Background: an optimization exercise with open tools, aiming at small area. Do not read the settings as production practice.
RTL that was checked went through simulation tests only; none was proved equivalent to the original.
Only the layout flow was run in runs 7 and 8; the RTL was not checked for function there.
In every run shown here, the design's own scripts or RTL, not TritonCTS, make the clock network.
No driver is modelled on the clock port, so clock power and skew are understated where the tree is cut down; a real chip needs a root buffer or a tree.
Power figures rest on the tool's default switching activity, not on a simulated workload.

==> flow/manual_cts.tcl <==
# Used as PRE_CTS_TCL in place of TritonCTS: a two-level clock tree. The
# clock port drives NTOP buffers; each drives an equal share of NLEAF leaf
# buffers; each leaf buffer drives an equal share of the flip-flops. Groups
# come from recursive bisection of the placed locations, cutting the longer
# side of each group's bounding box.
set NTOP 2
set NLEAF 10
set TOPBUF sky130_fd_sc_hd__clkbuf_4
set LEAFBUF sky130_fd_sc_hd__clkbuf_8

proc mcts_split {items n} {
  if {$n <= 1} { return [list $items] }
  set xs {}; set ys {}
  foreach s $items { lappend xs [lindex $s 1]; lappend ys [lindex $s 2] }
  set xs [lsort -real $xs]; set ys [lsort -real $ys]
  set w [expr {[lindex $xs end] - [lindex $xs 0]}]
  set h [expr {[lindex $ys end] - [lindex $ys 0]}]
  set sorted [lsort -real -index [expr {$w >= $h ? 1 : 2}] $items]
  set n1 [expr {$n / 2}]
  set cut [expr {int(round([llength $sorted] * double($n1) / $n))}]
  return [concat [mcts_split [lrange $sorted 0 [expr {$cut - 1}]] $n1] \
                 [mcts_split [lrange $sorted $cut end] [expr {$n - $n1}]]]
}

proc mcts_buffer {block master name innet items} {
  set sx 0; set sy 0
  foreach s $items { set sx [expr {$sx + [lindex $s 1]}]; set sy [expr {$sy + [lindex $s 2]}] }
  set m [llength $items]
  set cx [expr {$sx / $m}]; set cy [expr {$sy / $m}]
  set net [odb::dbNet_create $block "${name}_net"]
  $net setSigType CLOCK
  set inst [odb::dbInst_create $block $master $name]
  $inst setLocation [expr {int($cx)}] [expr {int($cy)}]
  $inst setPlacementStatus PLACED
  [$inst findITerm A] connect $innet
  [$inst findITerm X] connect $net
  foreach s $items {
    set it [lindex $s 0]
    $it disconnect
    $it connect $net
  }
  puts "manual_cts: $name ([$master getName]) drives $m pins"
  return [list [$inst findITerm A] $cx $cy]
}

proc manual_cts {ntop nleaf topbuf leafbuf} {
  set block [ord::get_db_block]
  set clk [$block findNet clk]
  set tm [[ord::get_db] findMaster $topbuf]
  set lm [[ord::get_db] findMaster $leafbuf]
  set sinks {}
  foreach it [$clk getITerms] {
    set b [[$it getInst] getBBox]
    lappend sinks [list $it [expr {([$b xMin] + [$b xMax]) / 2.0}] [expr {([$b yMin] + [$b yMax]) / 2.0}]]
  }
  set leaves {}
  set k 0
  foreach group [mcts_split $sinks $nleaf] {
    lappend leaves [mcts_buffer $block $lm "clkbuf_leaf$k" $clk $group]
    incr k
  }
  set t 0
  foreach group [mcts_split $leaves $ntop] {
    mcts_buffer $block $tm "clkbuf_top$t" $clk $group
    incr t
  }
}

manual_cts $NTOP $NLEAF $TOPBUF $LEAFBUF
rename clock_tree_synthesis __tritoncts_unused
proc clock_tree_synthesis {args} {
  set_propagated_clock [all_clocks]
}
==> standard.sh <==
#!/bin/bash
# synth_recipe.tcl (not shown) runs the flow's synth.tcl, then flattens the netlist and writes it again
# the make line also repeats each setting of config.mk as NAME=value (left out here)
make -C /OpenROAD-flow-scripts/flow DESIGN_CONFIG=/design/flow/config.mk WORK_HOME=/design/flow/orfs CLKGATE_MAP_FILE= SYNTH_SCRIPT=/design/flow/synth_recipe.tcl "${@:-finish}"
==> constraint.sdc <==
create_clock -name core_clock -period 10.0 [get_ports {clk}]
set_input_delay 2.0000 -clock core_clock [delete_from_list [all_inputs] [get_ports {clk}]]
set_output_delay 2.0000 -clock core_clock [all_outputs]
set_load 0.01 [all_outputs]
==> design.v <==
`default_nettype none
`default_nettype none
`default_nettype none
`default_nettype none
module Matrix_Calculator
    (input logic [7:0] data_in,
     input logic enter, sw,
     input logic [1:0] operation,
     input logic clk, rst,
     output logic [4:0] data_out,
     output logic finish, error,
     output logic [3:0] index);
    logic enter_d, sw_d;
    logic enter_pulse, switch_pulse;
    logic [4:0] c;
    logic done;
    logic accept, last;
    logic [1:0] op;
    logic invalid, mult, sub, step, elem;
    logic busy, first, ready, first_step, start;
    logic [1:0] k;
    always_ff @(posedge clk) begin
        enter_d <= enter;
        sw_d <= sw;
    end
    assign enter_pulse = enter & ~enter_d;
    assign switch_pulse = sw & ~sw_d;
    assign accept = enter_pulse & ~done & ~rst;
    assign last = accept & (&c[3:0]);
    always_ff @(posedge clk) begin
        if (accept)
            op <= operation;
    end
    assign invalid = ~op[1] & op[0];
    assign mult = ~op[1] & ~op[0];
    assign sub = op[1] & op[0];
    assign finish = done & ~invalid & ready;
    assign error = done & invalid;
    assign step = finish & switch_pulse;
    assign elem = step & c[0];
    always_ff @(posedge clk) begin
        if (rst) begin
            c <= 5'd0;
            done <= 1'b0;
        end else begin
            if (accept | step)
                c[3:0] <= c[3:0] + 4'd1;
            if (step & (&c[3:0]))
                c[4] <= ~c[4];
            if (last)
                done <= 1'b1;
        end
    end
    assign index = done ? c[4:1] : 4'd0;
    assign first_step = done & ~invalid & ~first & ~busy;
    assign start = last | first_step | elem;
    always_ff @(posedge clk) begin
        if (rst) begin
            busy <= 1'b0;
            k <= 2'd0;
            first <= 1'b0;
            ready <= 1'b0;
        end else begin
            if (start) begin
                busy <= 1'b1;
                k <= 2'd0;
            end else if (busy) begin
                k <= k + 2'd1;
                if (k == 2'd3)
                    busy <= 1'b0;
            end
            if (first_step)
                first <= 1'b1;
            ready <= first;
        end
    end
    logic [3:0] ce;
    assign ce = c[4:1] + {3'd0, first};
    logic rot_a;
    assign rot_a = elem & c[2] & ~c[1];
    logic [7:0] pa [0:3];     
    logic [7:0] qa [0:3];     
    logic en_pa, en_qa;
    assign en_pa = (accept & ~c[3] & ~c[0]) | rot_a;
    assign en_qa = (accept & ~c[3] & c[0]) | rot_a;
    always_ff @(posedge clk) begin
        if (en_pa) begin
            pa[0] <= done ? pa[3] : data_in;
            pa[1] <= pa[0];
            pa[2] <= pa[1];
            pa[3] <= pa[2];
        end
        if (en_qa) begin
            qa[0] <= done ? qa[3] : data_in;
            qa[1] <= qa[0];
            qa[2] <= qa[1];
            qa[3] <= qa[2];
        end
    end
    logic [3:0] lb [0:3][0:3];
    logic [3:0] tap;
    assign tap = lb[0][3];
    genvar gj;
    generate
        for (gj = 0; gj < 4; gj++) begin : blane
            logic en;
            logic [3:0] nib;
            assign nib = gj[0] ? data_in[3:0] : data_in[7:4];
            assign en = (accept & c[3] & (c[0] == gj[1])) | (done & busy);
            always_ff @(posedge clk) begin
                if (en) begin
                    lb[gj][0] <= done ? lb[(gj + 1) % 4][3] : nib;
                    lb[gj][1] <= lb[gj][0];
                    lb[gj][2] <= lb[gj][1];
                    lb[gj][3] <= lb[gj][2];
                end
            end
        end
    endgenerate
    logic [3:0] ak [0:3];
    assign ak[0] = pa[3][7:4];
    assign ak[1] = pa[3][3:0];
    assign ak[2] = qa[3][7:4];
    assign ak[3] = qa[3][3:0];
    logic [3:0] xa, mx, my;
    logic [1:0] d;
    logic add_b, add_a;
    assign xa = ak[mult ? k : ce[1:0]];
    assign d = k - ce[3:2];
    assign add_b = ~mult & (d == 2'd0);
    assign add_a = ~mult & (d == 2'd1);
    assign mx = {4{busy}} & ((mult | add_a) ? xa : {3'd0, add_b});
    assign my = (mult | add_b) ? (tap ^ {4{sub}}) : {3'd0, add_a};
    logic [9:0] acc_n, res_n, mac_n;
    logic sub_init;
    assign sub_init = last ? &operation : sub;
    logic pp1;
    logic pp2;
    logic pp3;
    logic pp4;
    logic pp5;
    logic pp6;
    logic pp7;
    logic pp8;
    logic pp9;
    logic pp10;
    logic pp11;
    logic pp12;
    logic pp13;
    logic pp14;
    logic pp15;
    logic pp16;
    logic s17;
    logic c18;
    logic s19;
    logic c20;
    logic s21;
    logic c22;
    logic s23;
    logic c24;
    logic s25;
    logic c26;
    logic s27;
    logic c28;
    logic s29;
    logic c30;
    logic s31;
    logic c32;
    logic s33;
    logic c34;
    logic s35;
    logic c36;
    logic s37;
    logic c38;
    logic s39;
    logic c40;
    logic s41;
    logic c42;
    logic s43;
    logic c44;
    logic s45;
    logic c46;
    logic s47;
    logic c48;
    logic s49;
    logic c50;
    logic s51;
    logic c52;
    logic s53;
    logic c54;
    logic s55;
    logic c56;
    logic s57;
    logic c58;
    logic s59;
    assign pp1 = ~(mx[0] & my[0]);
    assign pp2 = ~(mx[0] & my[1]);
    assign pp3 = ~(mx[0] & my[2]);
    assign pp4 = ~(mx[0] & my[3]);
    assign pp5 = ~(mx[1] & my[0]);
    assign pp6 = ~(mx[1] & my[1]);
    assign pp7 = ~(mx[1] & my[2]);
    assign pp8 = ~(mx[1] & my[3]);
    assign pp9 = ~(mx[2] & my[0]);
    assign pp10 = ~(mx[2] & my[1]);
    assign pp11 = ~(mx[2] & my[2]);
    assign pp12 = ~(mx[2] & my[3]);
    assign pp13 = ~(mx[3] & my[0]);
    assign pp14 = ~(mx[3] & my[1]);
    assign pp15 = ~(mx[3] & my[2]);
    assign pp16 = ~(mx[3] & my[3]);
    InvHalfAdder ha18 (.a(acc_n[0]), .b(pp1), .s(s17), .co(c18));
    FullAdder fa20 (.a(acc_n[1]), .b(pp2), .c(pp5), .s(s19), .co(c20));
    InvHalfAdder ha22 (.a(c18), .b(s19), .s(s21), .co(c22));
    FullAdder fa24 (.a(acc_n[2]), .b(pp3), .c(pp6), .s(s23), .co(c24));
    FullAdder fa26 (.a(pp9), .b(c20), .c(s23), .s(s25), .co(c26));
    InvHalfAdder ha28 (.a(c22), .b(s25), .s(s27), .co(c28));
    FullAdder fa30 (.a(acc_n[3]), .b(pp4), .c(pp7), .s(s29), .co(c30));
    FullAdder fa32 (.a(pp10), .b(pp13), .c(c24), .s(s31), .co(c32));
    FullAdder fa34 (.a(s29), .b(c26), .c(s31), .s(s33), .co(c34));
    InvHalfAdder ha36 (.a(c28), .b(s33), .s(s35), .co(c36));
    FullAdder fa38 (.a(acc_n[4]), .b(pp8), .c(pp11), .s(s37), .co(c38));
    FullAdder fa40 (.a(pp14), .b(c30), .c(s37), .s(s39), .co(c40));
    FullAdder fa42 (.a(c32), .b(s39), .c(c34), .s(s41), .co(c42));
    InvHalfAdder ha44 (.a(c36), .b(s41), .s(s43), .co(c44));
    FullAdder fa46 (.a(acc_n[5]), .b(pp12), .c(pp15), .s(s45), .co(c46));
    FullAdder fa48 (.a(c38), .b(s45), .c(c40), .s(s47), .co(c48));
    FullAdder fa50 (.a(s47), .b(c42), .c(c44), .s(s49), .co(c50));
    FullAdder fa52 (.a(acc_n[6]), .b(pp16), .c(c46), .s(s51), .co(c52));
    FullAdder fa54 (.a(s51), .b(c48), .c(c50), .s(s53), .co(c54));
    FullAdder fa56 (.a(acc_n[7]), .b(c52), .c(c54), .s(s55), .co(c56));
    InvHalfAdder ha58 (.a(acc_n[8]), .b(c56), .s(s57), .co(c58));
    assign s59 = ~(acc_n[9] ^ c58);
    assign mac_n = {s59, s57, s55, s53, s49, s43, s35, s27, s21, s17};
    always_ff @(posedge clk) begin
        acc_n <= start ? {5'h1f, ~sub_init, 3'h7, ~sub_init} : mac_n;
        if (elem | first_step)
            res_n <= mac_n;
    end
    always_comb begin
        if (c[0])
            data_out = ~res_n[4:0];
        else
            data_out = mult ? ~res_n[9:5] : 5'd0;
    end
endmodule
module FullAdder (input logic a, b, c, output logic s, co);
    assign s = a ^ b ^ c;
    assign co = (a & b) | (a & c) | (b & c);
endmodule
module InvHalfAdder (input logic a, b, output logic s, co);
    Xnor2 x (.a(a), .b(b), .y(s));
    assign co = a | b;
endmodule
module Xnor2 (input logic a, b, output logic y);
    assign y = ~(a ^ b);
endmodule
==> flow/run.sh <==
#!/bin/bash
# The standard layout with two changes: port buffers are buf_1, and the clock
# tree is built by manual_cts.tcl (a balanced two-level tree of clkbuf
# cells) instead of TritonCTS. Each tool's full output goes to the ORFS logs
# under orfs/logs; make's own output goes to make.log here.
set -euo pipefail
cd "$(dirname "$0")/.."

bash standard.sh \
  "BUFFER_PORTS_ARGS=-buffer_cell sky130_fd_sc_hd__buf_1" \
  "PRE_CTS_TCL=$PWD/flow/manual_cts.tcl" \
  finish > make.log 2>&1
==> config.mk <==
export PLATFORM = sky130hd
export DESIGN_NAME = Matrix_Calculator
export DESIGN_NICKNAME = Matrix_Calculator
export VERILOG_FILES = /design/flow/design.v
export SDC_FILE = /design/flow/constraint.sdc
export NUM_CORES = 4
export LEC_CHECK = 0
export CAP_MARGIN = 20
export CORE_MARGIN = 2
export CORE_UTILIZATION = 45
export GPL_TIMING_DRIVEN = 0
export PLACE_DENSITY = 0.85
export SLEW_MARGIN = 20
export SYNTH_HIERARCHICAL = 1
export SYNTH_MINIMUM_KEEP_SIZE = 0
==> impl_metrics.toml, run 1 <==
[timing]
setup_viol = 0
fin_crit_sh_pct = 64.6
finalCriticalPeriod_ns = 6.46
drv_slew = 0
rsz0062_at_grt = "no"
timing.final.ws_setup_ns = 3.54
tightest_slew_ns = 0.764
max_slew_margin_pct = 48.0
max_freq_mhz = 155
clock_skew_ns = 0.0412
hold_violations = 0
setup_tns_ns = 0

[synth]
ys_ff_latch = 163
ys.flop_type = "edfxtp_1"
ys_seq_area_share_pct = 72.6
postSynth.asyncResetShare_pct = 0
syn-num-nets = 461
synth_edf_count = 140
synth.distinct_cells = 49
yosysWarningCount = 11
syn_inst = 427
postSynthAreaPerCell_um2 = 15.0
syn-cell-area_um2 = 6430

[finish]
final_common_cell = "edfxtp_1"
final_layout_size_suffix_gt1_share_pct = 8.78
multi_input_area_um2 = 1700
final_area_um2 = 7050
fin_nets = 503
final_core_util_pct = 50.6
layout_common_cells = "edfxtp_1, nand2_1, buf_1"
n_fill_cell = 1157
regArea_um2 = 4660
area.growth.synth_to_final_pct = 9.72
stdcell_count = 647
diodes = 0

[hold_path]
hold_class = "reg2reg"

[global_routing]
grt_pass1_wl_um = 17900
grt_pass1_vias = 3451
gr-total-overflow = 0
grt_max_degree = 29
globalRouteTotalUtil_pct = 15.2
antenna_found_initial = 0

[route]
wl_per_cell_um = 17.7
num_vias = 3457
ant_nets = 0
dr.pass1.iters = 4
routed_wl_um = 11400
vias_per_cell = 5.34
drcViolationCount = 0
first_iter_violations = 253

[clocking]
postCtsHoldBufs = 0
clock_latency_ns = 0.43
postCtsSetupBuffers = 0
cts-resized-gates = 0
clkTransAtPathRegs_ns = 0.11

[floorplanning]
dieHeight_um = 124
die_w_um = 124
coreArea_um2 = 13900
dieArea_um2 = 15300
io_pins = 25
num_rows = 43
start_util_pct = 46.1

[critical_path]
path_class = "reg2reg"
arrival_ns = 6.77
required_ns = 10.31
worst-path-max-fanout = 9
reg2reg_from = "c[1]$_SDFFE_PP0P_"
worstReg2RegEnd = "acc_n[9]$_SDFF_PP1_"
end_kind = "register"
r2r_slack_ns = 3.54
cp-start-kind = "register"
crit_end = "acc_n[9]$_SDFF_PP1_"
r2r_cells = 21
startpoint = "c[1]$_SDFFE_PP0P_"

[placed_design]
dpl_cell_area_um2 = 6900
place.gp.congestion = 0.823
dpl.hpwl_um = 8060
dp.cells = 635
dp_slack_ns = 3.67
port_buffers = 24

[power_and_ir_drop]
powerDensity_nw_per_um2 = 162
leakage_nw = 2.35
peakVddDrop_uv = 92.2

[outcome]
status = "finished clean"

[flow_run]
cap_violations = 0
## Yosys cell counts, types with 2 or more instances
master | instances | area share [%]
a21oi_1 | 5 | 0.39
and2_1 | 6 | 0.58
buf_2 | 3 | 0.23
buf_6 | 2 | 0.35
clkbuf_1 | 9 | 0.53
dfxtp_1 | 23 | 7.2
edfxtp_1 | 140 | 65
fa_1 | 15 | 4.7
ha_1 | 5 | 0.97
inv_1 | 8 | 0.47
mux2_2 | 2 | 0.35
mux2i_1 | 9 | 1.4
mux2i_2 | 3 | 0.64
nand2_1 | 73 | 4.3
nand2b_1 | 13 | 1.3
nand3_1 | 18 | 1.4
nand4_1 | 2 | 0.19
nor2_1 | 17 | 0.99
nor2b_1 | 2 | 0.19
nor3_1 | 3 | 0.23
o2111ai_1 | 4 | 0.55
o211ai_1 | 2 | 0.23
o21ai_0 | 9 | 0.70
or2_1 | 7 | 0.68
or2_2 | 8 | 0.78
or3_1 | 5 | 0.49
xnor2_1 | 10 | 1.4
xor2_1 | 3 | 0.41
## registers in the layout, summed over array words and instances, names as in the netlist
signal,count
done,1
first,1
busy,1
res_n,10
sw_d,1
op,2
acc_n,10
enter_d,1
qa,32
k,2
pa,32
ready,1
lb,64
c,5
## layout make-up
cell class | count | area share, %
inverters | 8 | 0.426
repair buffers | 28 | 2.84
well taps | 180 | 3.19
flip-flops and latches | 163 | 66.2
multi-input cells | 241 | 24.2
plain buffers | 27 | 3.23
## stage by stage
step / power (mW) / hold slack (ns)
detailed placement: 0.871 / 0.405
global placement: 0.861 / 0.401
finish: 1.14 / 0.391
global route: 1.18 / 0.424
CTS: 1.15 / 0.390
floorplan: 0.844 / 0.400
## routing by layer
layer	track usage, %	up-vias	wire length, um
li1	-	1599	-
met1	21.9	1722	5250
met2	25.2	116	5200
met3	1.52	20	681
met4	3.41	0	309
met5	0	-	0
## critical path: stages (launching register included)
cell and delay, ns:
dfxtp_1 0.45, ha_1 0.21, ha_1 0.16, xor2_1 0.20, ha_1 0.20, xnor3_1 0.26, xnor2_2 0.36, a21oi_1 0.13
nor2b_1 0.18, buf_2 0.21, nand3_1 0.11, fa_1 0.41, fa_1 0.46, fa_1 0.39, fa_1 0.47, or2_1 0.26
fa_1 0.38, fa_1 0.41, fa_1 0.41, or2_1 0.26, xnor2_1 0.14, or2_2 0.27
## modules after synthesis, one instance, submodules excluded
module,copies in the design,cells,flops+latches
Matrix_Calculator,1,400,163
FullAdder,15,1,0
Xnor2,6,1,0
InvHalfAdder,6,1,0
## cell families after synthesis
family	synth area share [%]
DFF	72.6
and+or+nand+nor	11.8
buffers and inverters	1.64
muxes	2.75
adders and majority gates	5.65
xor gates and xnor gates	2.38
AOI/OAI and AO/OA	3.21
## worst min path at each step
stage,startpoint,endpoint,cells after the start
3_3_place_gp,lb[1][1]$_DFFE_PP_,lb[2][1]$_DFFE_PP_,0
4_1_cts,qa[0][4]$_DFFE_PP_,qa[1][4]$_DFFE_PP_,0
5_1_grt,qa[2][0]$_DFFE_PP_,qa[3][0]$_DFFE_PP_,0
2_1_floorplan,lb[9][0]$_DFFE_PP_,lb[10][0]$_DFFE_PP_,0
3_5_place_dp,qa[1][5]$_DFFE_PP_,qa[2][5]$_DFFE_PP_,0
6_report,qa[0][4]$_DFFE_PP_,qa[1][4]$_DFFE_PP_,0
## report_power, final
part | switching [mW] | internal, mW | leakage, nW
Clock | 0.186 | 0.0995 | 0.0811
Sequential | 0.0134 | 0.759 | 1.45
Combinational | 0.0431 | 0.0399 | 0.811
Total | 0.242 | 0.898 | 2.35
==> run 2: changes to the inputs <==
--- a/config.mk
+++ b/config.mk
@@ -7,8 +7,7 @@
 export LEC_CHECK = 0
 export CAP_MARGIN = 20
 export CORE_MARGIN = 2
-export CORE_UTILIZATION = 45
-export GPL_TIMING_DRIVEN = 0
+export CORE_UTILIZATION = 60
 export PLACE_DENSITY = 0.85
 export SLEW_MARGIN = 20
 export SYNTH_HIERARCHICAL = 1
==> impl_metrics.toml, run 2 <==
[outcome]
status = "finished clean"

[finish]
final_area_um2 = 6850
final_layout_size_suffix_gt1_share_pct = 8.17
n_fill_cell = 744
area.growth.synth_to_final_pct = 6.64
fin_nets = 489
layout_common_cells = "edfxtp_1, nand2_1, buf_1"
final_core_util_pct = 66.1
final_common_cell = "edfxtp_1"
largest_register_ffs = 64
top_register = "lb"
top_regs = "lb x64, pa x32, qa x32"
diodes = 0

[timing]
setup_viol = 0
drv_slew = 0
clock_skew_ns = 0.0424
max_slew_margin_pct = 47.6
hold_violations = 0
rsz0062_at_grt = "no"
tightest_slew_ns = 0.784
finalCriticalPeriod_ns = 6.62
setup_tns_ns = 0
max_freq_mhz = 151
fin_crit_sh_pct = 66.2

[hold_path]
hold_class = "reg2reg"

[global_routing]
antenna_found_initial = 0
grt_pass1_vias = 3421
globalRouteTotalUtil_pct = 19.6
grt_max_degree = 33
grt_pass1_wl_um = 17500
gr-total-overflow = 0

[clocking]
postCtsHoldBufs = 0
clock_latency_ns = 0.41
postCtsSetupBuffers = 0
cts-resized-gates = 0
clkTransAtPathRegs_ns = 0.10

[synth]
syn-cell-area_um2 = 6430
ys_top_cells_by_count = "edfxtp_1, nand2_1, dfxtp_1"
postSynth.asyncResetShare_pct = 0
yosysMostFrequentCell = "edfxtp_1"
ys_seq_area_share_pct = 72.6
synth_area_leaders = "edfxtp_1, dfxtp_1, fa_1"
synth.top_cell.area_share_pct = 65.4
yosys.area.top_type = "edfxtp_1"
syn_inst = 427
ys.flop_type = "edfxtp_1"
synth_edf_count = 140
ys_ff_latch = 163
yosysWarningCount = 11
syn-num-nets = 461
synth.distinct_cells = 49
postSynthAreaPerCell_um2 = 15.0

[critical_path]
crit_family = "adder cells"
required_ns = 10.31
path_class = "reg2reg"
arrival_ns = 6.93
crit_top_cell = "fa_1"
end_kind = "register"
max_stage_delay_ns = 0.50
worstPathCellList = "ha_1, ha_1, xor2_1, ha_1, xnor3_1, xnor2_2, a21oi_1, nor2b_1, nand3_1, fa_1, fa_1, fa_1, fa_1, or2_1, fa_1, fa_1, fa_1, or2_1, xnor2_1, or2_2"
cp-start-kind = "register"
worst-path-max-fanout = 9
crit_buf_inv = 0
crit_slowest_cell = "fa_1"

[placed_design]
place.gp.congestion = 0.853
dpl_cell_area_um2 = 6670
port_buffers = 24
dpl.hpwl_um = 7380

[route]
first_iter_violations = 292
dr.pass1.iters = 4
drcViolationCount = 0
ant_nets = 0
routed_wl_um = 11000
num_vias = 3334
wl_per_cell_um = 18.7
vias_per_cell = 5.66

[power_and_ir_drop]
powerDensity_nw_per_um2 = 165
leakage_nw = 2.29
peakVddDrop_uv = 140

[flow_run]
cap_violations = 0

[floorplanning]
coreArea_um2 = 10400
num_rows = 37
dieHeight_um = 107
io_pins = 25
die_w_um = 107
start_util_pct = 62.0
dieArea_um2 = 11600
==> run 2: kinds of logic (layout without fill, tap and decap cells) <==
family	count (synthesis)	after routing	share of synthesized area (%)
muxes	15	15	2.75
AOI/OAI and AO/OA	31	31	3.21
buffers and inverters	23	49	1.64
DFF	163	163	72.6
adders and majority gates	20	20	5.65
xor gates and xnor gates	15	15	2.38
and+or+nand+nor	160	160	11.8
==> run 2: final timing paths <==
path / depth (start not counted) / to / from / slack (ns)
worst min-delay path: 0 / lb[1][1]$_DFFE_PP_ / lb[0][1]$_DFFE_PP_ / 0.38
worst min register to register: 0 / lb[1][1]$_DFFE_PP_ / lb[0][1]$_DFFE_PP_ / 0.38
worst max-delay path: 20 / acc_n[9]$_SDFF_PP1_ / c[1]$_SDFFE_PP0P_ / 3.38
worst max register to register: 20 / acc_n[9]$_SDFF_PP1_ / c[1]$_SDFFE_PP0P_ / 3.38
==> run 2: report_power, final <==
part,total [mW],switching [mW],internal [mW]
combinational,0.0796,0.0411,0.0385
clock,0.278,0.179,0.0995
sequential,0.773,0.0137,0.759
total,1.13,0.233,0.897
==> run 2: cell type report <==
| type | instances | area, um2 | area share (%) |
|---|---|---|---|
| repair buffers | 29 | 148 | 2.15 |
| multi-input cells | 241 | 1690 | 24.6 |
| flip-flops and latches | 163 | 4660 | 68.1 |
| plain buffers | 12 | 153 | 2.23 |
| well taps | 136 | 170 | 2.48 |
| inverters | 8 | 30.0 | 0.438 |
==> run 2: metal layers <==
layer / track usage, % / part of all wire [%] / vias to the layer above
li1: - / - / 1569
met5: 0 / 0 / -
met1: 28.3 / 44 / 1633
met2: 32.3 / 48 / 112
met3: 1.88 / 5.9 / 20
met4: 5.22 / 2.3 / 0
==> run 2: modules after synthesis (local to each module, per instance) <==
module,area (um2),cells inside,copies in the design
InvHalfAdder,6.26,1,6
FullAdder,20.0,1,15
Matrix_Calculator,6040,400,1
Xnor2,8.76,1,6
==> run 2: per-stage QoR <==
step	hold WS [ns]	cells	total power [mW]	setup WS (ns)
CTS	0.373	588	1.14	3.41
floorplan	0.400	427	0.844	4.14
finish	0.385	589	1.13	3.38
global route	0.407	589	1.17	3.00
global placement	0.401	576	0.861	3.80
detailed placement	0.405	576	0.869	3.45
==> run 3: changes to the inputs <==
--- a/config.mk
+++ b/config.mk
@@ -7,8 +7,8 @@
 export LEC_CHECK = 0
 export CAP_MARGIN = 20
 export CORE_MARGIN = 2
-export CORE_UTILIZATION = 60
-export PLACE_DENSITY = 0.85
+export CORE_UTILIZATION = 45
+export PLACE_DENSITY = 0.75
 export SLEW_MARGIN = 20
 export SYNTH_HIERARCHICAL = 1
 export SYNTH_MINIMUM_KEEP_SIZE = 0
==> impl_metrics.toml, run 3 <==
[floorplanning]
dieHeight_um = 124
die_w_um = 124
num_rows = 43
coreArea_um2 = 13900
io_pins = 25
dieArea_um2 = 15300
start_util_pct = 46.1

[synth]
ys_seq_area_share_pct = 72.6
synth.distinct_cells = 49
ys_ff_latch = 163
synth_edf_count = 140
yosysMostFrequentCell = "edfxtp_1"
synth.top_cell.area_share_pct = 65.4
postSynthAreaPerCell_um2 = 15.0
ys.flop_type = "edfxtp_1"
syn-num-nets = 461
syn-cell-area_um2 = 6430
yosysWarningCount = 11
synth_area_leaders = "edfxtp_1, dfxtp_1, fa_1"
yosys.area.top_type = "edfxtp_1"
postSynth.asyncResetShare_pct = 0
syn_inst = 427
ys_top_cells_by_count = "edfxtp_1, nand2_1, dfxtp_1"

[timing]
max_freq_mhz = 154
hold_violations = 0
clock_skew_ns = 0.0358
setup_viol = 0
setup_tns_ns = 0
finalCriticalPeriod_ns = 6.49
max_slew_margin_pct = 53.1
hold_ws_ns = 0.391
tightest_slew_ns = 0.688
rsz0062_at_grt = "no"
drv_slew = 0
fin_crit_sh_pct = 64.9

[critical_path]
reg2reg_from = "c[1]$_SDFFE_PP0P_"
crit_cells = 20
end_kind = "register"
crit_end = "acc_n[9]$_SDFF_PP1_"
crit_buf_inv = 0
crit_family = "adder cells"
cp-start-kind = "register"
crit_slowest_cell = "fa_1"
r2r_slack_ns = 3.51
required_ns = 10.30
worstPathCellList = "ha_1, ha_1, xor2_1, ha_1, xnor3_1, xnor2_2, a21oi_1, nor2b_1, nand3_1, fa_1, fa_1, fa_1, fa_1, or2_1, fa_1, fa_1, fa_1, or2_1, xnor2_1, or2_2"
worstReg2RegEnd = "acc_n[9]$_SDFF_PP1_"
worst-path-max-fanout = 9
arrival_ns = 6.79
r2r_cells = 20
startpoint = "c[1]$_SDFFE_PP0P_"
max_stage_delay_ns = 0.48
crit_top_cell = "fa_1"
path_class = "reg2reg"

[power_and_ir_drop]
p_sw_share_pct = 20.8
leakage_nw = 2.30
p_int_mw = 0.898
powerDensity_nw_per_um2 = 164
power_frac_comb_pct = 7.1
p_seq_share_pct = 68.1
p_switching_mw = 0.236
p_clk_share_pct = 24.9
peakVddDrop_uv = 88.9

[placed_design]
port_buffers = 24
dpl.hpwl_um = 7350
place.gp.congestion = 0.816
dp.cells = 620

[finish]
largest_register_ffs = 64
top_register = "lb"
fin_nets = 489
diodes = 0
layout_common_cells = "edfxtp_1, nand2_1, buf_1"
n_fill_cell = 1148
area.growth.synth_to_final_pct = 7.81
top_regs = "lb x64, pa x32, qa x32"
final_layout_size_suffix_gt1_share_pct = 8.17
stdcell_count = 633
final_core_util_pct = 49.7
final_common_cell = "edfxtp_1"

[route]
drcViolationCount = 0
vias_per_cell = 5.31
ant_nets = 0
first_iter_violations = 266
wl_per_cell_um = 17.0
dr.pass1.iters = 4
routed_wl_um = 10800
num_vias = 3361

[hold_path]
hold_class = "reg2reg"
min_from = "qa[0][0]$_DFFE_PP_"
worstHoldPathCells = 0

[global_routing]
grt_pass1_vias = 3454
grt_pass1_wl_um = 17900
grt_max_degree = 51
gr-total-overflow = 0
antenna_found_initial = 0
globalRouteTotalUtil_pct = 14.9

[clocking]
postCtsSetupBuffers = 0
clkTransAtPathRegs_ns = 0.10
clock_latency_ns = 0.41
postCtsHoldBufs = 0
cts-resized-gates = 0

[outcome]
status = "finished clean"

[flow_run]
cap_violations = 0
## run 3: cell counts after synthesis
Identical to the previous run, type by type.
## run 3: layer usage
metal	routed length, um	up-vias	track usage, %
li1	-	1569	-
met1	5020	1643	22.6
met2	4690	122	22.9
met3	650	27	1.43
met4	414	0	4.62
met5	0	-	0
## run 3: how the worst min path moves through the flow
stage	endpoint	slack, ns
final	qa[1][0]$_DFFE_PP_	0.39
after global routing	pa[2][2]$_DFFE_PP_	0.40
after CTS	pa[2][2]$_DFFE_PP_	0.38
after detailed placement	lb[11][3]$_DFFE_PP_	0.40
after global placement	lb[3][0]$_DFFE_PP_	0.40
after floorplan	lb[10][0]$_DFFE_PP_	0.40
## run 3: per-module statistics from Yosys, one instance, submodules excluded
module,flip-flops and latches,cell area (um2),cells,copies in the design
InvHalfAdder,0,6.26,1,6
FullAdder,0,20.0,1,15
Matrix_Calculator,163,6040,400,1
Xnor2,0,8.76,1,6
## run 3: final cells by class
cell class	instances	area (um2)	share of cell area, %
plain buffers	12	153	2.20
inverters	8	30.0	0.433
multi-input cells	241	1690	24.4
flip-flops and latches	163	4660	67.3
well taps	180	225	3.25
repair buffers	29	168	2.42
## run 3: kinds of logic after synthesis
family | after synthesis | synth area share, %
AND/OR/NAND/NOR | 160 | 11.8
multiplexers | 15 | 2.75
XOR/XNOR | 15 | 2.38
AO/OA/AOI/OAI | 31 | 3.21
adder cells (fa/ha/maj) | 20 | 5.65
flip-flops | 163 | 72.6
buffers and inverters | 23 | 1.64
## run 3: per-stage QoR
step	total power, mW	area, um2	worst slack [ns]
floorplan	0.844	6430	4.14
global placement	0.862	6720	3.79
detailed placement	0.869	6750	3.58
CTS	1.15	6900	3.55
global route	1.18	6930	3.18
finish	1.13	6930	3.51
## run 3: power groups by stage
stage	registers [mW]	logic (mW)	clock network [mW]
final	0.772	0.0800	0.282
after floorplan	0.785	0.0596	0
after CTS	0.772	0.0812	0.292
after global placement	0.788	0.0748	0
after global routing	0.776	0.0913	0.313
after detailed placement	0.788	0.0809	0
==> run 4: changes to the inputs <==
--- a/config.mk
+++ b/config.mk
@@ -8,7 +8,7 @@
 export CAP_MARGIN = 20
 export CORE_MARGIN = 2
 export CORE_UTILIZATION = 45
-export PLACE_DENSITY = 0.75
+export PLACE_DENSITY = 0.95
 export SLEW_MARGIN = 20
 export SYNTH_HIERARCHICAL = 1
 export SYNTH_MINIMUM_KEEP_SIZE = 0
==> impl_metrics.toml, run 4 <==
[synth]
syn_inst = 427
ys.flop_type = "edfxtp_1"
postSynth.asyncResetShare_pct = 0
postSynthAreaPerCell_um2 = 15.0
synth_area_leaders = "edfxtp_1, dfxtp_1, fa_1"
synth_compound_area_share_pct = 3.21
syn-cell-area_um2 = 6430
yosysMostFrequentCell = "edfxtp_1"
synthXorXnorAreaFrac_pct = 2.38
synth.top_cell.area_share_pct = 65.4
synth.distinct_cells = 49
synth_edf_count = 140
synth_top_family_by_area = "simple AND/OR/NAND/NOR gates"
ys_top_cells_by_count = "edfxtp_1, nand2_1, dfxtp_1"
ys_seq_area_share_pct = 72.6
syn-num-nets = 461
synth-simple-area-share_pct = 11.8
ys_ff_latch = 163
yosys.area.top_type = "edfxtp_1"
yosysWarningCount = 11
synth.area.mux_share_pct = 2.75
synth_fa_ha_area_share_pct = 5.65

[critical_path]
required_ns = 10.30
path_class = "reg2reg"
r2r_slack_ns = 3.44
worst-path-max-fanout = 9
r2r_cells = 20
reg2reg_from = "c[1]$_SDFFE_PP0P_"
cp-start-kind = "register"
end_kind = "register"
arrival_ns = 6.86
worstReg2RegEnd = "acc_n[9]$_SDFF_PP1_"

[timing]
max_slew_margin_pct = 47.6
rsz0062_at_grt = "no"
hold_violations = 0
clock_skew_ns = 0.0283
fin_crit_sh_pct = 65.6
setup_viol = 0
max_freq_mhz = 152
tightest_slew_ns = 0.769
drv_slew = 0
setup_tns_ns = 0
finalCriticalPeriod_ns = 6.56

[finish]
top_regs = "lb x64, pa x32, qa x32"
final_common_cell = "edfxtp_1"
layout_common_cells = "edfxtp_1, nand2_1, buf_1"
largest_register_ffs = 64
final_layout_size_suffix_gt1_share_pct = 8.17
n_fill_cell = 1133
fin_nets = 489
top_register = "lb"
area.growth.synth_to_final_pct = 7.42
final_core_util_pct = 49.5

[global_routing]
antenna_found_initial = 1
grt_pass1_vias = 3372
globalRouteTotalUtil_pct = 14.5
grt_max_degree = 51
gr-total-overflow = 0
grt_pass1_wl_um = 17400

[power_and_ir_drop]
p_switching_mw = 0.233
p_seq_share_pct = 68.4
powerDensity_nw_per_um2 = 164
peakVddDrop_uv = 113
p_int_mw = 0.897
power_frac_comb_pct = 7.1
leakage_nw = 2.29
p_clk_share_pct = 24.6
p_sw_share_pct = 20.6

[floorplanning]
dieArea_um2 = 15300
dieHeight_um = 124
die_w_um = 124
coreArea_um2 = 13900
start_util_pct = 46.1
io_pins = 25
num_rows = 43

[route]
vias_per_cell = 5.31
drcViolationCount = 0
dr.pass1.iters = 5
routed_wl_um = 10900
num_vias = 3364
ant_nets = 0
wl_per_cell_um = 17.2
first_iter_violations = 328

[clocking]
postCtsHoldBufs = 0
clkTransAtPathRegs_ns = 0.10
postCtsSetupBuffers = 0
clock_latency_ns = 0.40
cts-resized-gates = 0

[outcome]
status = "finished clean"

[placed_design]
place.gp.congestion = 0.847
port_buffers = 24
dpl.hpwl_um = 7390

[hold_path]
whs_endpoint = "pa[3][6]$_DFFE_PP_"
min_from = "pa[2][6]$_DFFE_PP_"
hold_class = "reg2reg"
worstHoldPathCells = 0

[flow_run]
cap_violations = 0
[run 4: cell counts after synthesis]
Identical to the previous run, type by type.
[run 4: per-layer routing]
layer | track usage [%] | vias to the layer above | wire length (um)
met5 | 0 | - | 0
met4 | 3.98 | 0 | 275
met3 | 1.43 | 22 | 648
met2 | 23.7 | 99 | 5110
met1 | 20.9 | 1672 | 4890
li1 | - | 1571 | -
[run 4: logic make-up after synthesis]
family	Yosys count
xor gates and xnor gates	15
DFF	163
and+or+nand+nor	160
buffers and inverters	23
AOI/OAI and AO/OA	31
adders and majority gates	20
muxes	15
[run 4: worst max path at each step]
stage / startpoint / endpoint / slack [ns] / cells after the start
floorplan: c[1]$_SDFFE_PP0P_ / acc_n[9]$_SDFF_PP1_ / 4.14 / 21
global placement: c[1]$_SDFFE_PP0P_ / acc_n[9]$_SDFF_PP1_ / 3.80 / 20
detailed placement: c[1]$_SDFFE_PP0P_ / acc_n[9]$_SDFF_PP1_ / 3.51 / 20
CTS: c[1]$_SDFFE_PP0P_ / acc_n[9]$_SDFF_PP1_ / 3.49 / 20
global route: c[1]$_SDFFE_PP0P_ / acc_n[9]$_SDFF_PP1_ / 3.06 / 20
finish: c[1]$_SDFFE_PP0P_ / acc_n[9]$_SDFF_PP1_ / 3.44 / 20
[run 4: layout make-up]
type,count,area (um2),share of cell area (%)
flip-flops and latches,163,4660,67.6
diodes,1,2.50,0.0363
inverters,8,30.0,0.435
multi-input cells,241,1680,24.3
well taps,180,225,3.26
plain buffers,12,153,2.21
repair buffers,29,148,2.14
[run 4: power groups by stage]
stage	clock (mW)	sequential, mW	combinational, mW
3_3_place_gp	0	0.788	0.0729
2_1_floorplan	0	0.785	0.0596
3_5_place_dp	0	0.789	0.0805
4_1_cts	0.287	0.773	0.0802
5_1_grt	0.310	0.777	0.0915
6_report	0.278	0.773	0.0801
[run 4: per-module statistics from Yosys, one instance, submodules excluded]
module | flip-flops and latches | times used | area [um2] | cells
Matrix_Calculator | 163 | 1 | 6040 | 400
FullAdder | 0 | 15 | 20.0 | 1
Xnor2 | 0 | 6 | 8.76 | 1
InvHalfAdder | 0 | 6 | 6.26 | 1
[run 4: worst max-delay path: stages, from the launching register on]
cell and delay [ns]:
dfxtp_1 0.43, ha_1 0.20, ha_1 0.17, xor2_1 0.17, ha_1 0.18, xnor3_1 0.25
xnor2_2 0.36, a21oi_1 0.14, nor2b_1 0.48, nand3_1 0.17, fa_1 0.47, fa_1 0.40
fa_1 0.41, fa_1 0.47, or2_1 0.26, fa_1 0.38, fa_1 0.42, fa_1 0.42
or2_1 0.25, xnor2_1 0.14, or2_2 0.28
[run 4: stage by stage]
step / std cells / instance area, um2 / setup WS [ns] / hold slack, ns / power (mW)
floorplan: 427 / 6430 / 4.14 / 0.400 / 0.844
global placement: 620 / 6720 / 3.80 / 0.401 / 0.860
detailed placement: 621 / 6750 / 3.51 / 0.405 / 0.869
CTS: 633 / 6900 / 3.49 / 0.402 / 1.14
global route: 634 / 6900 / 3.06 / 0.405 / 1.18
finish: 634 / 6900 / 3.44 / 0.406 / 1.13
==> run 5: changes to the inputs <==
--- a/flow/manual_cts.tcl
+++ b/flow/manual_cts.tcl
@@ -66,6 +66,9 @@
   }
 }
 
+estimate_parasitics -placement
+repair_timing -recover_power 100
+repair_design -slew_margin 20 -cap_margin 20
 manual_cts $NTOP $NLEAF $TOPBUF $LEAFBUF
 rename clock_tree_synthesis __tritoncts_unused
 proc clock_tree_synthesis {args} {
==> impl_metrics.toml, run 5 <==
[outcome]
status = "finished clean"

[hold_path]
hold_class = "reg2reg"

[power_and_ir_drop]
peakVddDrop_uv = 113
leakage_nw = 2.31
power_mw = 1.13
powerDensity_nw_per_um2 = 162

[global_routing]
grt_max_degree = 41
grt_pass1_wl_um = 17600
gr-total-overflow = 0
antenna_found_initial = 1
globalRouteTotalUtil_pct = 14.6
grt_pass1_vias = 3418

[critical_path]
cp-start-kind = "register"
required_ns = 10.28
path_class = "reg2reg"
worst-path-max-fanout = 9
arrival_ns = 7.09
end_kind = "register"

[route]
routed_wl_um = 11000
drcViolationCount = 0
first_iter_violations = 304
num_vias = 3415
wl_per_cell_um = 17.3
dr.pass1.iters = 6
vias_per_cell = 5.35
ant_nets = 0

[timing]
drv_slew = 0
tightest_slew_ns = 0.968
clock_skew_ns = 0.0177
hold_violations = 0
finalCriticalPeriod_ns = 6.80
setup_viol = 0
max_slew_margin_pct = 35.5
timing.final.ws_setup_ns = 3.20
hold_ws_ns = 0.419
setup_tns_ns = 0
rsz0062_at_grt = "no"
max_freq_mhz = 147
fin_crit_sh_pct = 68.0

[synth]
postSynth.asyncResetShare_pct = 0
synth_area_leaders = "edfxtp_1, dfxtp_1, fa_1"
yosys.area.top_type = "edfxtp_1"
ys_top_cells_by_count = "edfxtp_1, nand2_1, dfxtp_1"
ys_ff_latch = 163
yosysWarningCount = 11
syn-num-nets = 461
synth.top_cell.area_share_pct = 65.4
synth.distinct_cells = 49
synth_edf_count = 140
syn_inst = 427
syn-cell-area_um2 = 6430
postSynthAreaPerCell_um2 = 15.0
ys_seq_area_share_pct = 72.6
ys.flop_type = "edfxtp_1"
yosysMostFrequentCell = "edfxtp_1"

[clocking]
cts-resized-gates = 0
clkTransAtPathRegs_ns = 0.10
postCtsSetupBuffers = 0
postCtsHoldBufs = 0
clock_latency_ns = 0.39

[finish]
fin_nets = 493
layout_common_cells = "edfxtp_1, nand2_1, dfxtp_1, buf_1, nand3_1"
largest_register_ffs = 64
top_register = "lb"
area.growth.synth_to_final_pct = 8.14
final_common_cell = "edfxtp_1"
top_regs = "lb x64, pa x32, qa x32"
final_layout_size_suffix_gt1_share_pct = 8.10
n_fill_cell = 1133

[floorplanning]
io_pins = 25
num_rows = 43
dieArea_um2 = 15300
dieHeight_um = 124
start_util_pct = 46.1
die_w_um = 124
coreArea_um2 = 13900

[flow_run]
cap_violations = 0

[placed_design]
dpl.hpwl_um = 7390
dp_slack_ns = 3.51
port_buffers = 24
place.gp.congestion = 0.847
==> run 5: cell counts after synthesis <==
No cell type changed its count.
==> run 5: final timing paths <==
kind	slack, ns	from	endpoint	cells past startpoint
worst max-delay path	3.20	c[1]$_SDFFE_PP0P_	acc_n[9]$_SDFF_PP1_	20
worst min-delay path	0.42	pa[2][6]$_DFFE_PP_	pa[3][6]$_DFFE_PP_	0
worst max register to register	3.20	c[1]$_SDFFE_PP0P_	acc_n[9]$_SDFF_PP1_	20
worst min register to register	0.42	pa[2][6]$_DFFE_PP_	pa[3][6]$_DFFE_PP_	0
==> run 5: per-module statistics from Yosys, one instance, submodules excluded <==
module,flip-flops and latches,cells inside,copies in the design
InvHalfAdder,0,1,6
FullAdder,0,1,15
Xnor2,0,1,6
Matrix_Calculator,163,400,1
==> run 5: layer usage <==
layer  wire, um  global-route usage (%)
met1       4840                    20.9
met2       5130                    24.2
met3        734                    1.48
met4        346                    3.91
met5          0                       0
==> run 5: report_power, final <==
group / switching, mW / internal, mW
clock: 0.176 / 0.0996
sequential: 0.0138 / 0.759
combinational: 0.0411 / 0.0381
==> run 5: final cells by class <==
cell class              instances  area [um2]  area share (%)
diodes                          1        2.50          0.0360
flip-flops and latches        163        4660            67.1
multi-input cells             241        1670            24.0
plain buffers                  12         153            2.20
well taps                     180         225            3.24
inverters                       8        30.0           0.432
repair buffers                 33         209            3.01
==> run 5: kinds of logic after synthesis <==
kind of cell	after synthesis	share of synthesized area, %
simple gates	160	11.8
mux	15	2.75
buf+inv	23	1.64
compound gates	31	3.21
fa+ha+maj	20	5.65
flops	163	72.6
xor+xnor	15	2.38
==> run 5: metrics by stage <==
step           cell area (um2)  cells  utilization (%)
2_1_floorplan             6430    427                -
3_3_place_gp              6720    620             48.2
3_5_place_dp              6750    621             48.4
4_1_cts                   6950    637             49.9
5_1_grt                   6950    638             49.9
6_report                  6950    638             49.9
==> run 5: worst max-delay path, stage by stage (launching register included) <==
cell     delay (ns)
dfxtp_1        0.44
ha_1           0.21
ha_1           0.17
xor2_1         0.17
ha_1           0.18
xnor3_1        0.23
xnor2_1        0.55
a21oi_1        0.17
nor2b_1        0.49
nand3_1        0.17
fa_1           0.47
fa_1           0.40
fa_1           0.41
fa_1           0.47
or2_0          0.26
fa_1           0.38
fa_1           0.42
fa_1           0.42
or2_1          0.25
xnor2_1        0.14
or2_2          0.27
==> run 6: changes to the inputs <==
--- a/flow/manual_cts.tcl
+++ b/flow/manual_cts.tcl
@@ -1,4 +1,5 @@
-# Used as PRE_CTS_TCL in place of TritonCTS: a two-level clock tree. The
+# Used as PRE_CTS_TCL. Sizes cells down where setup slack allows, then
+# builds a two-level clock tree in place of TritonCTS. The
 # clock port drives NTOP buffers; each drives an equal share of NLEAF leaf
 # buffers; each leaf buffer drives an equal share of the flip-flops. Groups
 # come from recursive bisection of the placed locations, cutting the longer
@@ -66,9 +67,9 @@
   }
 }
 
+# the design has ample setup slack: first size cells down where it allows
 estimate_parasitics -placement
 repair_timing -recover_power 100
-repair_design -slew_margin 20 -cap_margin 20
 manual_cts $NTOP $NLEAF $TOPBUF $LEAFBUF
 rename clock_tree_synthesis __tritoncts_unused
 proc clock_tree_synthesis {args} {
--- a/config.mk
+++ b/config.mk
@@ -8,7 +8,7 @@
 export CAP_MARGIN = 20
 export CORE_MARGIN = 2
 export CORE_UTILIZATION = 45
-export PLACE_DENSITY = 0.95
+export PLACE_DENSITY = 0.85
 export SLEW_MARGIN = 20
 export SYNTH_HIERARCHICAL = 1
 export SYNTH_MINIMUM_KEEP_SIZE = 0
==> impl_metrics.toml, run 6 <==
[outcome]
status = "finished clean"

[route]
drcViolationCount = 0
ant_nets = 0
num_vias = 3322
dr.pass1.iters = 5
vias_per_cell = 5.22
first_iter_violations = 282
routed_wl_um = 11000
wl_per_cell_um = 17.2

[synth]
postSynthAreaPerCell_um2 = 15.0
synth.top_cell.area_share_pct = 65.4
yosysMostFrequentCell = "edfxtp_1"
synth_edf_count = 140
syn-num-nets = 461
synth_area_leaders = "edfxtp_1, dfxtp_1, fa_1"
yosys.area.top_type = "edfxtp_1"
ys_seq_area_share_pct = 72.6
syn_inst = 427
postSynth.asyncResetShare_pct = 0
ys.flop_type = "edfxtp_1"
synth.distinct_cells = 49
ys_top_cells_by_count = "edfxtp_1, nand2_1, dfxtp_1"
yosysWarningCount = 11
syn-cell-area_um2 = 6430
ys_ff_latch = 163

[timing]
finalCriticalPeriod_ns = 6.70
setup_viol = 0
max_slew_margin_pct = 41.8
clock_skew_ns = 0.0256
fin_crit_sh_pct = 67.0
rsz0062_at_grt = "no"
setup_tns_ns = 0
drv_slew = 0
hold_violations = 0
tightest_slew_ns = 0.856
max_freq_mhz = 149

[critical_path]
end_kind = "register"
cp-start-kind = "register"
arrival_ns = 6.99
path_class = "reg2reg"
required_ns = 10.29
worst-path-max-fanout = 9

[finish]
final_layout_size_suffix_gt1_share_pct = 8.32
layout_common_cells = "edfxtp_1, nand2_1, dfxtp_1, buf_1, nand3_1"
diodes = 0
top_regs = "lb x64, pa x32, qa x32"
final_common_cell = "edfxtp_1"
area.growth.synth_to_final_pct = 7.87
fin_nets = 493
top_register = "lb"
largest_register_ffs = 64

[global_routing]
grt_pass1_wl_um = 17200
busiest_layer = "met2"
grt_max_degree = 51
gr-total-overflow = 0
globalRouteTotalUtil_pct = 14.5
met3_usage_pct = 1.57
met1_usage_pct = 22.1
grt_pass1_vias = 3269
antenna_found_initial = 0
grt.met2_usage_pct = 22.3

[floorplanning]
num_rows = 43
dieHeight_um = 124
io_pins = 25
dieArea_um2 = 15300
die_w_um = 124
start_util_pct = 46.1
coreArea_um2 = 13900

[power_and_ir_drop]
peakVddDrop_uv = 90.0
powerDensity_nw_per_um2 = 163
power_mw = 1.13
leakage_nw = 2.31

[placed_design]
dpl.hpwl_um = 7420
port_buffers = 24
place.gp.congestion = 0.866

[flow_run]
cap_violations = 0

[clocking]
postCtsSetupBuffers = 0
cts-resized-gates = 0
postCtsHoldBufs = 0
clkTransAtPathRegs_ns = 0.10
clock_latency_ns = 0.41

[hold_path]
hold_class = "reg2reg"
## run 6: cell types whose count changed in the layout (fill, tap and decap cells not counted)
cell and change:
diode_2 -1, buf_16 -1, mux2i_2 +1, clkbuf_2 +1, buf_12 +1, mux2i_4 -1
clkbuf_1 -1
## run 6: per-stage QoR
step | setup WS, ns | std cells | hold slack, ns | utilization [%] | area [um2]
after floorplan | 4.14 | 427 | 0.400 | - | 6430
after global placement | 3.80 | 620 | 0.400 | 48.2 | 6720
after detailed placement | 3.53 | 621 | 0.405 | 48.4 | 6750
after CTS | 3.34 | 633 | 0.410 | 49.0 | 6830
after global routing | 2.75 | 637 | 0.402 | 49.7 | 6930
final | 3.30 | 637 | 0.400 | 49.7 | 6930
## run 6: path summary, 6_finish.rpt
check,startpoint,end,slack [ns],depth (start not counted)
worst min-delay path,lb[1][2]$_DFFE_PP_,lb[2][2]$_DFFE_PP_,0.40,0
worst max-delay path,c[1]$_SDFFE_PP0P_,acc_n[9]$_SDFF_PP1_,3.30,20
worst min register to register,lb[1][2]$_DFFE_PP_,lb[2][2]$_DFFE_PP_,0.40,0
worst max register to register,c[1]$_SDFFE_PP0P_,acc_n[9]$_SDFF_PP1_,3.30,20
## run 6: logic make-up after synthesis
group,Yosys count,synth area share (%)
simple gates,160,11.8
fa+ha+maj,20,5.65
flops,163,72.6
buf+inv,23,1.64
compound gates,31,3.21
mux,15,2.75
xor+xnor,15,2.38
## run 6: power breakdown
part           internal (mW)  switching, mW  leakage [nW]  total [mW]
logic                 0.0380         0.0405         0.772      0.0786
registers              0.759         0.0133          1.45       0.772
clock network         0.0995          0.182        0.0811       0.282
## run 6: worst max-delay path: stages (launching register included)
cell	delay (ns)
dfxtp_1	0.43
ha_1	0.20
ha_1	0.17
xor2_1	0.16
ha_1	0.18
xnor3_1	0.23
xnor2_1	0.53
a21oi_1	0.15
nor2b_1	0.44
nand3_1	0.18
fa_1	0.42
fa_1	0.48
fa_1	0.40
fa_1	0.48
or2_0	0.26
fa_1	0.39
fa_1	0.40
fa_1	0.41
or2_1	0.25
xnor2_1	0.14
or2_2	0.27
## run 6: area by class of cell
cell class,count,area (um2)
multi-input cells,241,1660
flip-flops and latches,163,4660
inverters,8,30.0
repair buffers,33,203
well taps,180,225
fillers,1147,7000
plain buffers,12,153
## run 6: per-module statistics from Yosys (local to each module, per instance)
module	area (um2)	cells inside	copies in the design	flip-flops and latches
Matrix_Calculator	6040	400	1	163
InvHalfAdder	6.26	1	6	0
FullAdder	20.0	1	15	0
Xnor2	8.76	1	6	0
## run 6: metal layers
metal | up-vias | part of all wire [%]
met5 | - | 0
li1 | 1577 | -
met3 | 26 | 6.9
met2 | 108 | 45
met4 | 0 | 2.5
met1 | 1611 | 45
==> run 7: changes to the inputs <==
--- a/design.v
+++ b/design.v
@@ -76,25 +76,17 @@
     end
     logic [3:0] ce;
     assign ce = c[4:1] + {3'd0, first};
-    logic rot_a;
-    assign rot_a = elem & c[2] & ~c[1];
-    logic [7:0] pa [0:3];     
-    logic [7:0] qa [0:3];     
-    logic en_pa, en_qa;
-    assign en_pa = (accept & ~c[3] & ~c[0]) | rot_a;
-    assign en_qa = (accept & ~c[3] & c[0]) | rot_a;
-    always_ff @(posedge clk) begin
-        if (en_pa) begin
-            pa[0] <= done ? pa[3] : data_in;
-            pa[1] <= pa[0];
-            pa[2] <= pa[1];
-            pa[3] <= pa[2];
-        end
-        if (en_qa) begin
-            qa[0] <= done ? qa[3] : data_in;
-            qa[1] <= qa[0];
-            qa[2] <= qa[1];
-            qa[3] <= qa[2];
+    logic row_end, rot_a;
+    assign row_end = busy & (&ce[1:0]) & k[1];
+    assign rot_a = row_end;
+    logic [7:0] sa [0:7];
+    logic en_a;
+    assign en_a = (accept & ~c[3]) | rot_a;
+    always_ff @(posedge clk) begin
+        if (en_a) begin
+            sa[0] <= done ? sa[7] : data_in;
+            for (int s = 1; s < 8; s++)
+                sa[s] <= sa[s - 1];
         end
     end
     logic [3:0] lb [0:3][0:3];
@@ -118,14 +110,16 @@
         end
     endgenerate
     logic [3:0] ak [0:3];
-    assign ak[0] = pa[3][7:4];
-    assign ak[1] = pa[3][3:0];
-    assign ak[2] = qa[3][7:4];
-    assign ak[3] = qa[3][3:0];
+    assign ak[0] = sa[7][7:4];
+    assign ak[1] = sa[7][3:0];
+    assign ak[2] = sa[6][7:4];
+    assign ak[3] = sa[6][3:0];
     logic [3:0] xa, mx, my;
     logic [1:0] d;
     logic add_b, add_a;
-    assign xa = ak[mult ? k : ce[1:0]];
+    logic [1:0] sel_a;
+    assign sel_a = mult ? k : ce[1:0];
+    assign xa = ak[{sel_a[1] & ~(row_end & k[0]), sel_a[0]}];
     assign d = k - ce[3:2];
     assign add_b = ~mult & (d == 2'd0);
     assign add_a = ~mult & (d == 2'd1);
--- a/flow/manual_cts.tcl
+++ b/flow/manual_cts.tcl
@@ -1,5 +1,4 @@
-# Used as PRE_CTS_TCL. Sizes cells down where setup slack allows, then
-# builds a two-level clock tree in place of TritonCTS. The
+# Used as PRE_CTS_TCL in place of TritonCTS: a two-level clock tree. The
 # clock port drives NTOP buffers; each drives an equal share of NLEAF leaf
 # buffers; each leaf buffer drives an equal share of the flip-flops. Groups
 # come from recursive bisection of the placed locations, cutting the longer
@@ -67,9 +66,6 @@
   }
 }
 
-# the design has ample setup slack: first size cells down where it allows
-estimate_parasitics -placement
-repair_timing -recover_power 100
 manual_cts $NTOP $NLEAF $TOPBUF $LEAFBUF
 rename clock_tree_synthesis __tritoncts_unused
 proc clock_tree_synthesis {args} {
==> impl_metrics.toml, run 7 <==
[synth]
synth-simple-area-share_pct = 12.3
yosysWarningCount = 10
synthXorXnorAreaFrac_pct = 2.36
synth_compound_area_share_pct = 5.64
syn_inst = 427
yosysMostFrequentCell = "edfxtp_1"
syn-num-nets = 461
postSynth.asyncResetShare_pct = 0
postSynthAreaPerCell_um2 = 15.3
synth.top_cell.area_share_pct = 64.5
ys_ff_latch = 163
ys_seq_area_share_pct = 71.5
syn-cell-area_um2 = 6520
synth.distinct_cells = 63
yosys.area.top_type = "edfxtp_1"
ys.flop_type = "edfxtp_1"
ys_top_cells_by_count = "edfxtp_1, nand2_1, dfxtp_1"
synth_edf_count = 140
synth_area_leaders = "edfxtp_1, dfxtp_1, fa_1"
synth.area.mux_share_pct = 0.652
synth_fa_ha_area_share_pct = 5.72
synth_top_family_by_area = "simple AND/OR/NAND/NOR gates"

[critical_path]
end_kind = "register"
worstReg2RegEnd = "acc_n[9]$_SDFF_PP1_"
crit_end = "acc_n[9]$_SDFF_PP1_"
r2r_slack_ns = 3.63
required_ns = 10.29
arrival_ns = 6.65
worst-path-max-fanout = 6
cp-start-kind = "register"
r2r_cells = 20
startpoint = "c[1]$_SDFFE_PP0P_"
path_class = "reg2reg"
reg2reg_from = "c[1]$_SDFFE_PP0P_"

[global_routing]
antenna_found_initial = 1
grt_pass1_vias = 3427
grt_max_degree = 65
grt_pass1_wl_um = 17300
gr-total-overflow = 0
globalRouteTotalUtil_pct = 13.4

[finish]
area.growth.synth_to_final_pct = 6.39
top_regs = "lb x64, sa x64"
fin_nets = 486
final_common_cell = "edfxtp_1"
final_core_util_pct = 49.4
layout_common_cells = "edfxtp_1, nand2_1, buf_1"
final_layout_size_suffix_gt1_share_pct = 8.67

[power_and_ir_drop]
p_switching_mw = 0.235
peakVddDrop_uv = 135
leakage_nw = 2.25
powerDensity_nw_per_um2 = 165
p_sw_share_pct = 20.6
p_clk_share_pct = 24.0
power_frac_comb_pct = 7.3
p_seq_share_pct = 68.7
p_int_mw = 0.906
power_mw = 1.14

[timing]
setup_tns_ns = 0
hold_violations = 0
clock_skew_ns = 0.0403
max_slew_margin_pct = 47.5
fin_crit_sh_pct = 63.7
setup_viol = 0
max_freq_mhz = 157
finalCriticalPeriod_ns = 6.37
rsz0062_at_grt = "no"
timing.final.ws_setup_ns = 3.63
tightest_slew_ns = 0.788
drv_slew = 0

[clocking]
cts-resized-gates = 0
clkTransAtPathRegs_ns = 0.10
postCtsHoldBufs = 0
postCtsSetupBuffers = 0
clock_latency_ns = 0.40

[route]
first_iter_violations = 287
routed_wl_um = 10500
wl_per_cell_um = 16.6
num_vias = 3317
drcViolationCount = 0
ant_nets = 0
vias_per_cell = 5.26
dr.pass1.iters = 4

[floorplanning]
dieHeight_um = 124
dieArea_um2 = 15500
coreArea_um2 = 14000
die_w_um = 124
io_pins = 25
start_util_pct = 46.4
num_rows = 43

[outcome]
status = "finished clean"

[placed_design]
port_buffers = 24
dp_slack_ns = 3.68
dpl.hpwl_um = 7110
place.gp.congestion = 0.907

[hold_path]
min_from = "sa[5][2]$_DFFE_PP_"
hold_class = "reg2reg"

[flow_run]
cap_violations = 0
## run 7: worst min-delay path by stage
stage	slack, ns	cells past startpoint	endpoint
after floorplan	0.40	0	lb[10][0]$_DFFE_PP_
after global placement	0.40	0	lb[1][2]$_DFFE_PP_
after detailed placement	0.40	0	lb[14][3]$_DFFE_PP_
after CTS	0.38	0	sa[6][2]$_DFFE_PP_
after global routing	0.40	0	lb[3][1]$_DFFE_PP_
final	0.38	0	sa[6][2]$_DFFE_PP_
## run 7: cell families (layout without fill, tap and decap cells)
kind of cell / Yosys count / after routing
DFF: 163 / 163
and+or+nand+nor: 161 / 161
AOI/OAI and AO/OA: 41 / 41
buffers and inverters: 22 / 45
adders and majority gates: 21 / 21
xor gates and xnor gates: 15 / 15
muxes: 4 / 4
other: 0 / 1
## run 7: Yosys stat by module, one instance, submodules excluded
module | cells | flip-flops and latches | area [um2] | copies in the design
InvHalfAdder | 1 | 0 | 6.26 | 6
Matrix_Calculator | 400 | 163 | 6130 | 1
Xnor2 | 1 | 0 | 8.76 | 6
FullAdder | 1 | 0 | 20.0 | 15
## run 7: layout make-up
class,instances,area (um2)
fill,1157,7100
timing repair buffer,28,120
inverter,5,18.8
antenna,1,2.50
multi-input combinational,242,1750
sequential,163,4660
tap,180,225
buffer,12,153
## run 7: metal layers
layer  GRT usage, %  part of all wire, %  vias to the layer above
li1               -                    -                     1579
met1           19.3                   46                     1622
met2           22.2                   46                       99
met3           1.76                  5.4                       17
met4           2.51                  2.0                        0
met5              0                    0                        -
## run 7: power by group through the flow
stage	clock network, mW	registers, mW	logic (mW)
floorplan	0	0.796	0.0657
global placement	0	0.800	0.0808
detailed placement	0	0.801	0.0832
CTS	0.287	0.785	0.0842
global route	0.309	0.789	0.0952
finish	0.274	0.785	0.0829
## run 7: stage by stage
stage,instances,hold slack (ns),area (um2)
after floorplan,427,0.400,6520
after global placement,618,0.402,6780
after detailed placement,618,0.405,6780
after CTS,630,0.378,6940
after global routing,631,0.400,6940
final,631,0.382,6940
## run 7: worst max-delay path, stage by stage, from the launching register on
cell and delay (ns):
dfxtp_1 0.36, ha_1 0.23, ha_1 0.19, xor2_1 0.14
ha_1 0.20, xnor3_2 0.31, xor2_2 0.25, and3_1 0.22
o21ai_2 0.08, a311o_1 0.36, fa_1 0.39, fa_1 0.42
fa_1 0.42, fa_1 0.47, or2_1 0.26, fa_1 0.39
fa_1 0.41, fa_1 0.42, or2_1 0.27, xnor2_1 0.14
or3_1 0.30
==> run 8: changes to the inputs <==
--- a/config.mk
+++ b/config.mk
@@ -5,6 +5,7 @@
 export SDC_FILE = /design/flow/constraint.sdc
 export NUM_CORES = 4
 export LEC_CHECK = 0
+export ABC_AREA = 1
 export CAP_MARGIN = 20
 export CORE_MARGIN = 2
 export CORE_UTILIZATION = 45
==> impl_metrics.toml, run 8 <==
[synth]
ys.flop_type = "edfxtp_1"
ys_ff_latch = 163
ys_seq_area_share_pct = 72.5
synth_edf_count = 140
postSynthAreaPerCell_um2 = 13.0
syn-num-nets = 530
synth.top_cell.area_share_pct = 65.3
yosys.area.top_type = "edfxtp_1"
syn-cell-area_um2 = 6440
postSynth.asyncResetShare_pct = 0
synth.distinct_cells = 31
ys_top_cells_by_count = "edfxtp_1, nand2_1, inv_1"
syn_inst = 496
yosysWarningCount = 10
yosysMostFrequentCell = "edfxtp_1"
synth_area_leaders = "edfxtp_1, nand2_1, dfxtp_1"

[timing]
setup_viol = 0
finalCriticalPeriod_ns = 5.86
fin_crit_sh_pct = 58.6
max_freq_mhz = 171
setup_tns_ns = 0
tightest_slew_ns = 0.781
rsz0062_at_grt = "no"
clock_skew_ns = 0.0395
drv_slew = 0
max_slew_margin_pct = 47.9
hold_violations = 0

[floorplanning]
io_pins = 25
coreArea_um2 = 13900
die_w_um = 124
dieHeight_um = 124
dieArea_um2 = 15300
num_rows = 43
start_util_pct = 46.2

[finish]
diodes = 0
final_layout_size_suffix_gt1_share_pct = 7.03
area.growth.synth_to_final_pct = 7.25
fin_nets = 562
layout_common_cells = "edfxtp_1, nand2_1, inv_1"
top_regs = "lb x64, sa x64"
final_common_cell = "edfxtp_1"

[route]
first_iter_violations = 273
wl_per_cell_um = 15.2
drcViolationCount = 0
dr.pass1.iters = 5
ant_nets = 0
routed_wl_um = 10700
vias_per_cell = 5.16
num_vias = 3645

[power_and_ir_drop]
leakage_nw = 2.54
peakVddDrop_uv = 98.5
power_mw = 1.11
powerDensity_nw_per_um2 = 161

[global_routing]
globalRouteTotalUtil_pct = 14.0
gr-total-overflow = 0
grt_pass1_wl_um = 17000
grt_max_degree = 65
antenna_found_initial = 0
grt_pass1_vias = 3589

[critical_path]
reg2reg_from = "c[1]$_SDFFE_PP0P_"
path_class = "reg2reg"
r2r_cells = 27
worst-path-max-fanout = 12
required_ns = 10.31
crit_top_cell = "nand2_1"
crit_cells = 27
startpoint = "c[1]$_SDFFE_PP0P_"
end_kind = "register"
max_stage_delay_ns = 0.48
arrival_ns = 6.17
crit_slowest_cell = "fa_1"
crit_family = "adder cells"
cp-start-kind = "register"
crit_buf_inv = 3

[placed_design]
place.gp.congestion = 0.930
dpl.hpwl_um = 7460
port_buffers = 24

[hold_path]
min_from = "sa[5][0]$_DFFE_PP_"
hold_class = "reg2reg"
worstHoldPathCells = 0

[clocking]
postCtsHoldBufs = 0
clkTransAtPathRegs_ns = 0.11
postCtsSetupBuffers = 0
cts-resized-gates = 0
clock_latency_ns = 0.41

[flow_run]
cap_violations = 0

[outcome]
status = "finished clean"
## run 8: changes by cell type after synthesis, moves of 7 or more
cell and change:
inv_1 +50, nand2_1 +49, nand3_1 +34, nand2b_1 -16, or3_1 -9, nor2_1 +7, xnor2_1 -7
## run 8: cell type report
cell class,instances,area [um2]
tap,180,225
sequential,163,4670
buffer,12,153
timing repair buffer,27,113
fill,1122,7030
multi-input combinational,266,1530
inverter,58,218
## run 8: where the power goes
group	internal [mW]	leakage (nW)	switching (mW)
clock network	0.0995	0.0811	0.181
logic	0.0265	0.993	0.0404
registers	0.752	1.46	0.0113
total	0.878	2.54	0.232
## run 8: kinds of logic (layout without fill, tap and decap cells)
kind of cell | count (synthesis) | in the layout | share of synthesized area, %
simple gates | 211 | 211 | 14.4
flops | 163 | 163 | 72.5
buf+inv | 67 | 97 | 4.18
fa+ha+maj | 20 | 20 | 5.64
compound gates | 27 | 27 | 2.22
xor+xnor | 8 | 8 | 1.09
## run 8: final timing paths
path / endpoint / slack (ns)
max reg2reg: acc_n[9]$_SDFF_PP1_ / 4.14
max: acc_n[9]$_SDFF_PP1_ / 4.14
min reg2reg: sa[6][0]$_DFFE_PP_ / 0.39
min: sa[6][0]$_DFFE_PP_ / 0.39
## run 8: routing by layer
metal	track usage, %	vias to the layer above	wire [um]
li1	-	1731	-
met1	19.8	1788	4740
met2	23.2	100	5160
met3	1.65	26	476
met4	4.19	0	355
met5	0	-	0
## run 8: per-stage QoR
stage | area (um2) | worst slack, ns | hold slack (ns) | instances | util (%)
after floorplan | 6440 | 4.16 | 0.400 | 496 | -
after global placement | 6750 | 4.35 | 0.401 | 694 | 48.4
after detailed placement | 6750 | 4.13 | 0.405 | 694 | 48.4
after CTS | 6900 | 4.17 | 0.383 | 706 | 49.5
after global routing | 6900 | 3.80 | 0.414 | 706 | 49.5
final | 6900 | 4.14 | 0.394 | 706 | 49.5
## run 8: per-module statistics from Yosys (local to each module, per instance)
module	cells	flops+latches	cell area [um2]
Matrix_Calculator	433	163	5960
Xnor2	5	0	18.8
FullAdder	1	0	20.0
InvHalfAdder	3	0	11.3

port drivers added, routing unchanged:
How much do the figures lean on ideal ports? The routed layouts below were timed once more, with nothing changed but the port constraints. Step 1: set_driving_cell puts a clkbuf_16 on clk and a buf_2 on each other input, an assumption about the parent block. Step 2 adds t to the input delays and takes it off the output delays; t is the mean of the earliest and latest rising clock arrival at the registers after step 1. Input paths then give back, and output paths get back, about the clock's delay inside the block. Slacks: ideal ports / drivers / drivers and shift; pairs: ideal ports / drivers.
| run | t, ns | slack for setup (ns) | cell pins on the clock port's net |
|---|---|---|---|
| run 1 | 0.446 | 3.540 / 3.540 / 3.540 | 2 |
| run 2 | 0.428 | 3.382 / 3.382 / 3.382 | 2 |
| run 3 | 0.432 | 3.514 / 3.514 / 3.514 | 2 |
| run 4 | 0.433 | 3.441 / 3.441 / 3.441 | 2 |
| run 5 | 0.427 | 3.195 / 3.195 / 3.195 | 2 |
| run 6 | 0.436 | 3.300 / 3.300 / 3.300 | 2 |
| run 7 | 0.425 | 3.633 / 3.633 / 3.633 | 2 |
| run 8 | 0.429 | 4.142 / 4.141 / 4.141 | 2 |
After both steps every run listed still meets setup and hold. The setup slack of run 8, which loses most, moves by -0.001 ns with the drivers and by -0.001 ns with both steps.
